This is an optimization exercise on Yosys and OpenROAD, whose aim is small area and few clock cycles, not a production implementation.
Where RTL was checked, it was by simulation tests only, not by an equivalence proof against the original.
Power figures rest on the tool's default switching activity, not on a simulated workload.

## F
module F(
    input empty,
    input [15:0] iu,
    input [15:0] iv,
    input [15:0] offset,
    input [PRECISION-1:0] indatar,
    input [PRECISION-1:0] indatai,
    output read,
    output valid,
    output [15:0] gind,
    output [15:0] cind,
    output [PRECISION-1:0] outdatar,
    output [PRECISION-1:0] outdatai,
    input clk,
    input rst
    );
	parameter PRECISION = 32;
	parameter GSIZE = 32;
	parameter SUPPORT = 7;
	parameter SSIZE = 2*SUPPORT+1;
	reg [3:0] k;	 
	wire last = (k == SSIZE - 1);
	always @(posedge clk)
		if (rst)
			k <= 0;
		else if (!empty)
			k <= last ? 4'd0 : k + 4'd1;
	wire [3:0] n0 = offset[3:0], n1 = offset[7:4], n2 = offset[11:8], n3 = offset[15:12];
	wire [5:0] s = n0 + n1 + n2 + n3;	 
	wire [2:0] c = (s >= 15) + (s >= 30) + (s >= 45) + (s >= 60);
	wire [12:0] q = {n3, 8'd0} + {n3, 4'd0} + {n2, 4'd0} + n3 + n2 + n1 + k + c;
	assign cind = {3'd0, q};
	assign valid = !empty;
	assign read = !empty && last;
	assign gind = GSIZE * (iv + k) + iu - SUPPORT;
	assign outdatar = indatar;
	assign outdatai = indatai;
endmodule
For scale: roughly 210 I/O pins.
make LEC_CHECK=0 CAP_MARGIN=20 CORE_MARGIN=2 CORE_UTILIZATION=40 SLEW_MARGIN=20 finish   # period 8.0 ns
run.sh (not shown) runs the stock make flow with config.mk's settings and CLKGATE_MAP_FILE= SYNTH_SCRIPT=/design/flow/synth_recipe.tcl, a recipe that flattens the netlist after the stock synthesis.
The first run completed and failed the layout checks on negative setup slack.
Testbench counts at the start, summed over its fixed seeds: cycles 21,630.
==> next run, changes <==
ABC_AREA = 1   (was not set)
=> The changed run finished with negative setup slack left; design area went up by 9.4%; synthesized cell count went up by 45%; clock skew barely changes; setup slack improved by 0.46 ns; wire length increases by 33%; power goes down by 6.6%; area after synthesis goes up by 14%; clock-buffer cell count stays the same; non-clock buffer count fell by 6; first-iteration DRC count rose to 4.0 times its value; critical path depth went up by 1.

---

build 39:
Another version of the RTL of F (not shown whole).
For scale: ~2800 sq um of cells after synthesis.
make LEC_CHECK=0 CAP_MARGIN=20 CORE_MARGIN=2 CORE_UTILIZATION=40 SLEW_MARGIN=20 finish   # period 8.0 ns
| build 39 | all stages done | FAIL | setup timing |
Relative to build 39, the following input files were edited for build 31:
==> flow/flow/run.sh (new file) <==
#!/bin/bash
# Standard layout, but synthesis keeps adders as plain gates for ABC (no
# full/half-adder cells) and uses ABC's area script.
bash standard.sh ADDER_MAP_FILE= ABC_AREA=1 finish > standard.log 2>&1
==> flow/standard.sh (new file) <==
#!/bin/bash
# synth_recipe.tcl (not shown) runs the flow's synth.tcl, then flattens the netlist and writes it again
# the make line also repeats each setting of config.mk as NAME=value (left out here)
make -C /OpenROAD-flow-scripts/flow DESIGN_CONFIG=/design/flow/config.mk WORK_HOME=/design/flow/orfs CLKGATE_MAP_FILE= SYNTH_SCRIPT=/design/flow/synth_recipe.tcl "${@:-finish}"
removed: flow/run.sh
[summary]
Looking at fmax across both flows, build 31 is the stronger of the two, with build 39 trailing. Synthesized cell count: build 31 higher than build 39. Build 31 ended up with simple AND/OR/NAND/NOR gates as its main combinational cell family by area after synthesis; build 39 ended up with adder cells. Relative to build 39, the number of buffers other than clock buffers in the final layout of build 31 is lower by about 40%. Compared with build 39, build 31 shows routing usage on met3 higher by 0.44 points. Build 31 vs build 39: fraction of power consumed by combinational cells down. Build 31 vs build 39 — sequential power dropped about 5%. Build 31 contains more vias than build 39. Build 31 ended with every stage complete and zero timing, DRC or antenna violations. Relative area change from synthesis to final layout is higher on build 39. Die: build 31 bigger than build 39. Build 31 improves on build 39 in final design instance area without fill.
Input-level comparison between build 98 and build 31:
==> flow/flow/run.sh <==
#!/bin/bash
bash standard.sh > standard.log 2>&1
==> comparison <==
- The flow for build 98 finished, though final verification flagged setup timing.
- Compare build 31 and build 98 | maximum resistive drop on vdd lower: build 31
- The main combinational cell family by area after synthesis comes out adder cells in one run and simple AND/OR/NAND/NOR gates in the other, namely in build 98 and build 31 respectively.
- Summary of build 98 over build 31: fmax went down, fill cell total of the finished layout went down.
- [compare] base=build 31 new=build 98: layout buffer count excluding clock buffers +52, die footprint went down, share of final layout cell area taken by non-clock buffers rose by 5.6 points, area added between synthesis and finish increased by 23 points relative to the old numbers.
No run of this note included a check of the RTL's function; only the layout flow was run.

---

== red ==
The RTL this note starts from:
==> flow/design.v <==
module BUFFER(input [DATA_WIDTH-1:0] data_in,
					input clk,
					input ce,
					input rst,
					output [DATA_WIDTH-1:0] data_out
);
parameter DATA_DEPTH = 4;
parameter DATA_WIDTH = 32;
reg [DATA_DEPTH-1:0] shift_reg [DATA_WIDTH-1:0];
genvar i;
generate
	for (i=0; i < DATA_WIDTH; i=i+1) begin: buffer
		always @(posedge clk) begin
			if (rst==1'b1) begin
				shift_reg[i] <= 0;
			end else begin
				if (ce) begin
					if (DATA_DEPTH<2) begin
						shift_reg[i] <= data_in[i];
					end else begin
						shift_reg[i] <= {shift_reg[i][DATA_DEPTH-2:0], data_in[i]};
					end
				end
			end
		end
		assign data_out[i] = shift_reg[i][DATA_DEPTH-1:DATA_DEPTH-1];
	end
endgenerate
endmodule
`timescale 1ns / 1ps
module F(
    input empty,
    input [15:0] iu,
    input [15:0] iv,
    input [15:0] offset,
    input [PRECISION-1:0] indatar,
    input [PRECISION-1:0] indatai,
    output read,
    output valid,
    output [15:0] gind,
    output [15:0] cind,
    output [PRECISION-1:0] outdatar,
    output [PRECISION-1:0] outdatai,
    input clk,
    input rst
    );
	parameter PRECISION = 32;
	parameter GSIZE = 32;
	parameter SUPPORT = 7;
	parameter SSIZE = 2*SUPPORT+1;
	reg [3:0] k;	 
	wire last = (k == SSIZE - 1);
	always @(posedge clk)
		if (rst)
			k <= 0;
		else if (!empty)
			k <= last ? 4'd0 : k + 4'd1;
	function [16:0] radd(input [15:0] a, input [15:0] b, input ci);
		integer i;
		reg c;
		begin
			c = ci;
			for (i = 0; i < 16; i = i + 1) begin
				radd[i] = a[i] ^ b[i] ^ c;
				c = (a[i] & b[i]) | (c & (a[i] ^ b[i]));
			end
			radd[16] = c;
		end
	endfunction
	function [31:0] csa(input [15:0] a, input [15:0] b, input [15:0] c);
		csa = {(a & b) | (a & c) | (b & c), a ^ b ^ c};
	endfunction
	wire [3:0] n0 = offset[3:0], n1 = offset[7:4], n2 = offset[11:8], n3 = offset[15:12];
	wire [31:0] tc = csa(n1, n2, n3);
	wire [16:0] t = radd(tc[15:0], {tc[30:16], 1'b0}, 1'b0);	 
	wire [16:0] s = radd(t, n0, 1'b0);				 
	wire [1:0] sh = s[5:4];
	wire [3:0] sl = s[3:0];
	wire e = (sl == 15) || (sl >= 14 && sh != 0) || (sl >= 13 && sh[1]) || (sl >= 12 && sh == 3);
	wire [31:0] lc = csa(t[5:0], k, sh);
	wire [16:0] l = radd(lc[5:0], {lc[20:16], 1'b0}, e);		 
	wire [16:0] u = radd({n3, n3}, n2, 1'b0);			 
	wire [16:0] h = radd(u[8:0], l[5:4], 1'b0);
	assign cind = {3'd0, h[8:0], l[3:0]};
	assign valid = !empty;
	assign read = !empty && last;
	wire [16:0] gl = radd(iu[4:0], 5'd25, 1'b0);
	wire [31:0] gc = csa(iv[10:0], iu[15:5], k);
	wire [16:0] gh = radd(gc[10:0], {gc[25:16], 1'b0}, gl[5]);
	assign gind = {gh[10:0] - 11'd1, gl[4:0]};
	assign outdatar = indatar;
	assign outdatai = indatai;
endmodule
==> flow/config.mk <==
export PLATFORM = sky130hd
export DESIGN_NAME = F
export DESIGN_NICKNAME = F
export VERILOG_FILES = /design/flow/design.v
export SDC_FILE = /design/flow/constraint.sdc
export NUM_CORES = 4
export LEC_CHECK = 0
export CAP_MARGIN = 20
export CORE_MARGIN = 2
export CORE_UTILIZATION = 40
export SLEW_MARGIN = 20
==> flow/constraint.sdc <==
create_clock -name core_clock -period 8.0 [get_ports {clk}]
set_input_delay 1.6000 -clock core_clock [delete_from_list [all_inputs] [get_ports {clk}]]
set_output_delay 1.6000 -clock core_clock [all_outputs]
set_load 0.01 [all_outputs]
standard.sh (not shown) runs the stock make flow with config.mk's settings and CLKGATE_MAP_FILE= SYNTH_SCRIPT=/design/flow/synth_recipe.tcl, a recipe that flattens the netlist after the stock synthesis.
==> flow/flow/run.sh <==
#!/bin/bash
# Standard layout with two changes to synthesis: adders stay plain gates
# (no full/half-adder cells) and ABC maps with flow/abc.script.
# Each tool's output goes to a log file in the work folder.
set -e
W=$(pwd)
cat flow/abc_proc.tcl synth_recipe.tcl > own_synth.tcl
export MY_ABC_SCRIPT=$W/flow/abc.script MY_ABC_D=4000
bash standard.sh ADDER_MAP_FILE= SYNTH_SCRIPT=$W/own_synth.tcl BUFFER_PORTS_ARGS="-buffer_cell sky130_fd_sc_hd__buf_1" finish > standard.log 2>&1
==> flow/flow/abc.script <==
strash; dch; amap; topo; stime -c; buffer -c; upsize -c; dnsize -c
==> flow/flow/abc_proc.tcl <==
# Own ABC script for technology mapping: synth.tcl calls abc with its
# -script and -D; this replaces the script with flow/abc.script and the
# delay target with ABC_D_PS (in ps).
proc abc {args} {
  set out {}
  for {set i 0} {$i < [llength $args]} {incr i} {
    set a [lindex $args $i]
    if {$a eq "-script"} { incr i; lappend out -script $::env(MY_ABC_SCRIPT); continue }
    if {$a eq "-D"} { incr i; continue }
    lappend out $a
  }
  yosys abc -D $::env(MY_ABC_D) {*}$out
}
red completed end to end with timing, DRC and antenna clean.
Testbench counts of red, summed over its fixed seeds: cycles 21,630.
[inputs] blue vs red
==> flow/flow/abc.script <==
strash; dc2; dch; amap; topo; stime -c
Notes after the runs:
Every stage of blue finished as expected; the final checks, on the other hand, flagged setup timing, which means the layout fails.
Post-layout utilization of the core was higher in blue than in red.
Re part of the total power dissipated in sequential elements: red was higher than blue.
Between red and blue, number of nets in the layout increased.
The well-tap cell count number comes out lower for blue vs red.
Looking at wire length across red and blue, the one that comes out lower is red.
#### Input delta (green over blue)
diff --git a/flow/flow/run.sh b/flow/flow/run.sh
--- a/flow/flow/run.sh
+++ b/flow/flow/run.sh
@@ -5,5 +5,5 @@
 set -e
 W=$(pwd)
-cat flow/abc_proc.tcl synth_recipe.tcl > own_synth.tcl
-export MY_ABC_SCRIPT=$W/flow/abc.script MY_ABC_D=4000
+{ head -n 1 synth_recipe.tcl; cat flow/abc_proc.tcl; tail -n +2 synth_recipe.tcl; } > own_synth.tcl
+export MY_ABC_SCRIPT=$W/flow/abc.script MY_ABC_D=4500
 bash standard.sh ADDER_MAP_FILE= SYNTH_SCRIPT=$W/own_synth.tcl BUFFER_PORTS_ARGS="-buffer_cell sky130_fd_sc_hd__buf_1" finish > standard.log 2>&1
==> flow/flow/abc.script <==
strash; dch; amap; topo; stime -c; upsize -c -D {D}; dnsize -c -D {D}
==> flow/flow/abc_proc.tcl <==
# Own ABC script for technology mapping: synth.tcl calls abc with its
# -script and -D; this replaces the script with $MY_ABC_SCRIPT, in which
# {D} stands for the delay target $MY_ABC_D (ps).
proc abc {args} {
  set f [open $::env(MY_ABC_SCRIPT) r]
  set s [string map [list "{D}" $::env(MY_ABC_D)] [read $f]]
  close $f
  set script $::env(OBJECTS_DIR)/own_abc.script
  set f [open $script w]
  puts $f $s
  close $f
  set out {}
  for {set i 0} {$i < [llength $args]} {incr i} {
    set a [lindex $args $i]
    if {$a eq "-script"} { incr i; lappend out -script $script; continue }
    if {$a eq "-D"} { incr i; continue }
    lappend out $a
  }
  yosys abc {*}$out
}
diff --git a/flow/config.mk b/flow/config.mk
--- a/flow/config.mk
+++ b/flow/config.mk
@@ -8,4 +8,6 @@
 export CAP_MARGIN = 20
 export CORE_MARGIN = 2
-export CORE_UTILIZATION = 40
+export CORE_UTILIZATION = 55
+export CTS_BUF_LIST = sky130_fd_sc_hd__clkbuf_2
+export PLACE_DENSITY = 0.9
 export SLEW_MARGIN = 20
### Flow results
green: complete, dirty (setup timing). Going from blue to green, hold slack rose by 0.0033 ns, global-route wire length before repair decreased about 12%. Core utilization: higher on green. From blue to green the numbers moved as follows: multi-input logic cell count shrank by 2.3%, number of tap instances dropped 21, share of cells above drive strength 1 now sits lower.

---

RTL: the design.v shown in full above, as it stands there.
Settings: LEC_CHECK=0, CAP_MARGIN=20, CORE_MARGIN=2, CORE_UTILIZATION=55, CTS_BUF_LIST=sky130_fd_sc_hd__clkbuf_2, SLEW_MARGIN=20; clock period 8.0 ns.
==> flow/flow/run.sh <==
#!/bin/bash
# Standard layout with two changes to synthesis: adders stay plain gates
# (no full/half-adder cells) and ABC maps with flow/abc.script.
# Each tool's output goes to a log file in the work folder.
set -e
W=$(pwd)
{ head -n 1 synth_recipe.tcl; cat flow/abc_proc.tcl; tail -n +2 synth_recipe.tcl; } > own_synth.tcl
export MY_ABC_SCRIPT=$W/flow/abc.script MY_ABC_D=4500
bash standard.sh ADDER_MAP_FILE= SYNTH_SCRIPT=$W/own_synth.tcl BUFFER_PORTS_ARGS="-buffer_cell sky130_fd_sc_hd__buf_1" finish > standard.log 2>&1
==> flow/flow/abc.script <==
strash; dch; amap; topo; stime -c; upsize -c -D {D}; dnsize -c -D {D}
==> flow/flow/abc_proc.tcl <==
# Own ABC script for technology mapping: synth.tcl calls abc with its
# -script and -D; this replaces the script with $MY_ABC_SCRIPT, in which
# {D} stands for the delay target $MY_ABC_D (ps).
proc abc {args} {
  set f [open $::env(MY_ABC_SCRIPT) r]
  set s [string map [list "{D}" $::env(MY_ABC_D)] [read $f]]
  close $f
  set script $::env(OBJECTS_DIR)/own_abc.script
  set f [open $script w]
  puts $f $s
  close $f
  set out {}
  for {set i 0} {$i < [llength $args]} {incr i} {
    set a [lindex $args $i]
    if {$a eq "-script"} { incr i; lappend out -script $script; continue }
    if {$a eq "-D"} { incr i; continue }
    lappend out $a
  }
  yosys abc {*}$out
}
The first run ran to the end with no violations.
Testbench counts at the start, summed over its fixed seeds: cycles 21,630.
Rerun with:
--- a/flow/flow/run.sh
+++ b/flow/flow/run.sh
@@ -7,3 +7,3 @@
 { head -n 1 synth_recipe.tcl; cat flow/abc_proc.tcl; tail -n +2 synth_recipe.tcl; } > own_synth.tcl
-export MY_ABC_SCRIPT=$W/flow/abc.script MY_ABC_D=4500
+export MY_ABC_SCRIPT=$W/flow/abc.script MY_ABC_D=4300
 bash standard.sh ADDER_MAP_FILE= SYNTH_SCRIPT=$W/own_synth.tcl BUFFER_PORTS_ARGS="-buffer_cell sky130_fd_sc_hd__buf_1" finish > standard.log 2>&1
After rerunning: The changed run ran to the end with no violations; clock skew barely changes; count of clock-buffer cells in the layout stays the same; final area rose by a few percent; total power climbs slightly.

---

v21:
Another version of the RTL of F (not shown whole).
For scale: roughly 4 flip-flops, roughly 2100 sq um of cells after synthesis.
clock: 8.0 ns
lec_check: 0
cap_margin: 20
core_margin: 2
core_utilization: 55
cts_buf_list: sky130_fd_sc_hd__clkbuf_2
cts_cluster_diameter: 200
cts_cluster_size: 20
slew_margin: 20
==> flow/flow/run.sh <==
#!/bin/bash
# Standard layout with two changes to synthesis: adders stay plain gates
# (no full/half-adder cells) and ABC maps with flow/abc.script.
# Each tool's output goes to a log file in the work folder.
set -e
W=$(pwd)
{ head -n 1 synth_recipe.tcl; cat flow/abc_proc.tcl; tail -n +2 synth_recipe.tcl; } > own_synth.tcl
export MY_ABC_SCRIPT=$W/flow/abc.script MY_ABC_D=4500
bash standard.sh ADDER_MAP_FILE= SYNTH_SCRIPT=$W/own_synth.tcl BUFFER_PORTS_ARGS="-buffer_cell sky130_fd_sc_hd__buf_1" finish > standard.log 2>&1
==> flow/flow/abc.script <==
strash; dch; amap; topo; stime -c
Scripts as last shown in full above: flow/flow/abc_proc.tcl
Setup changes, v21 to v32
Settings: setting GPL_TIMING_DRIVEN to 0 for the first time.
Results
- Compared to v21, v32 has number of nets in the layout about 24% higher.
- Of v32 and v21, the lower post-layout minimum cycle time belongs to v21.
- Any difference in largest stage delay on the critical path between v32 and v21 is small enough to ignore.
- v32 ended with more final hold slack than v21.
- v32 -> v21: die area delta 0, exact match
- Area growth from synthesis to layout in v32 is 35 points above v21.
- Number of buffers inserted by port buffering: v32 higher than v21
- The critical path depth in v32 was lower than what v21 gave.
- Higher design area among v32 and v21: v32
- Per the comparison of v32 with v21, portion of total power attributed to sequential cells now sits lower, detailed placement HPWL picked up an extra about 12%.
Changes in v55 relative to v32:
Settings: a change of SLEW_MARGIN from 20 to 0; a change of CAP_MARGIN from 20 to 0; a deleted GPL_TIMING_DRIVEN that had been 0.
Findings:
Compared with v32, in v55 worst hold slack down 0.0065 ns; total power per unit cell area now larger. The more densely filled core belongs to v32, not v55.
Function was not checked in any run of this note: the RTL went through the layout flow alone.

==> static timing again, ports no longer ideal <==
The flow's constraints put no driver on any port. The routed layouts listed below were extracted and timed again, unchanged, in two steps.
Step 1 assumes that a clkbuf_16 drives the clock port and a buf_2 every other input.
Step 2 also shifts input and output timing later by t, the mid clock arrival at the registers, as if the neighbouring blocks saw the same clock.
Three values: no drivers, after step 1, after step 2; two values: the first two.
run | shift t [ns] | setup slack, ns | worst hold slack (ns) | worst setup path after step 2 | pins driven straight from the clock port
the first run of note 1 | 0.233 | -0.685 / -0.737 / -0.737 | 0.539 / 0.539 / 0.539 | input to output | 1
the second run of note 1 | 0.237 | -0.226 / -0.281 / -0.281 | 0.593 / 0.593 / 0.593 | input to output | 1
build 39 | 0.240 | -1.306 / -1.345 / -1.345 | 0.592 / 0.592 / 0.592 | input to output | 1
build 31 | 0.239 | 0.550 / 0.529 / 0.529 | 0.575 / 0.575 / 0.575 | input to output | 1
build 98 | 0.240 | -1.306 / -1.345 / -1.345 | 0.592 / 0.592 / 0.592 | input to output | 1
red | 0.239 | 0.259 / 0.238 / 0.238 | 0.551 / 0.551 / 0.551 | input to output | 1
blue | 0.238 | -0.300 / -0.332 / -0.332 | 0.578 / 0.578 / 0.578 | input to output | 1
green | 0.234 | -0.113 / -0.164 / -0.164 | 0.581 / 0.581 / 0.581 | input to output | 1
the first run of note 4 | 0.225 | 0.274 / 0.251 / 0.251 | 0.578 / 0.578 / 0.578 | input to output | 1
the second run of note 4 | 0.226 | 0.126 / 0.100 / 0.100 | 0.563 / 0.563 / 0.563 | input to output | 1
v21 | 0.242 | 0.629 / 0.605 / 0.605 | 0.571 / 0.571 / 0.571 | input to output | 1
v32 | 0.243 | 0.541 / 0.515 / 0.515 | 0.577 / 0.577 / 0.577 | input to output | 1
v55 | 0.242 | 0.629 / 0.605 / 0.605 | 0.571 / 0.571 / 0.571 | input to output | 1
The setup slack of the second run of note 1, which loses most, moves by -0.055 ns with the drivers and by -0.055 ns with both steps.
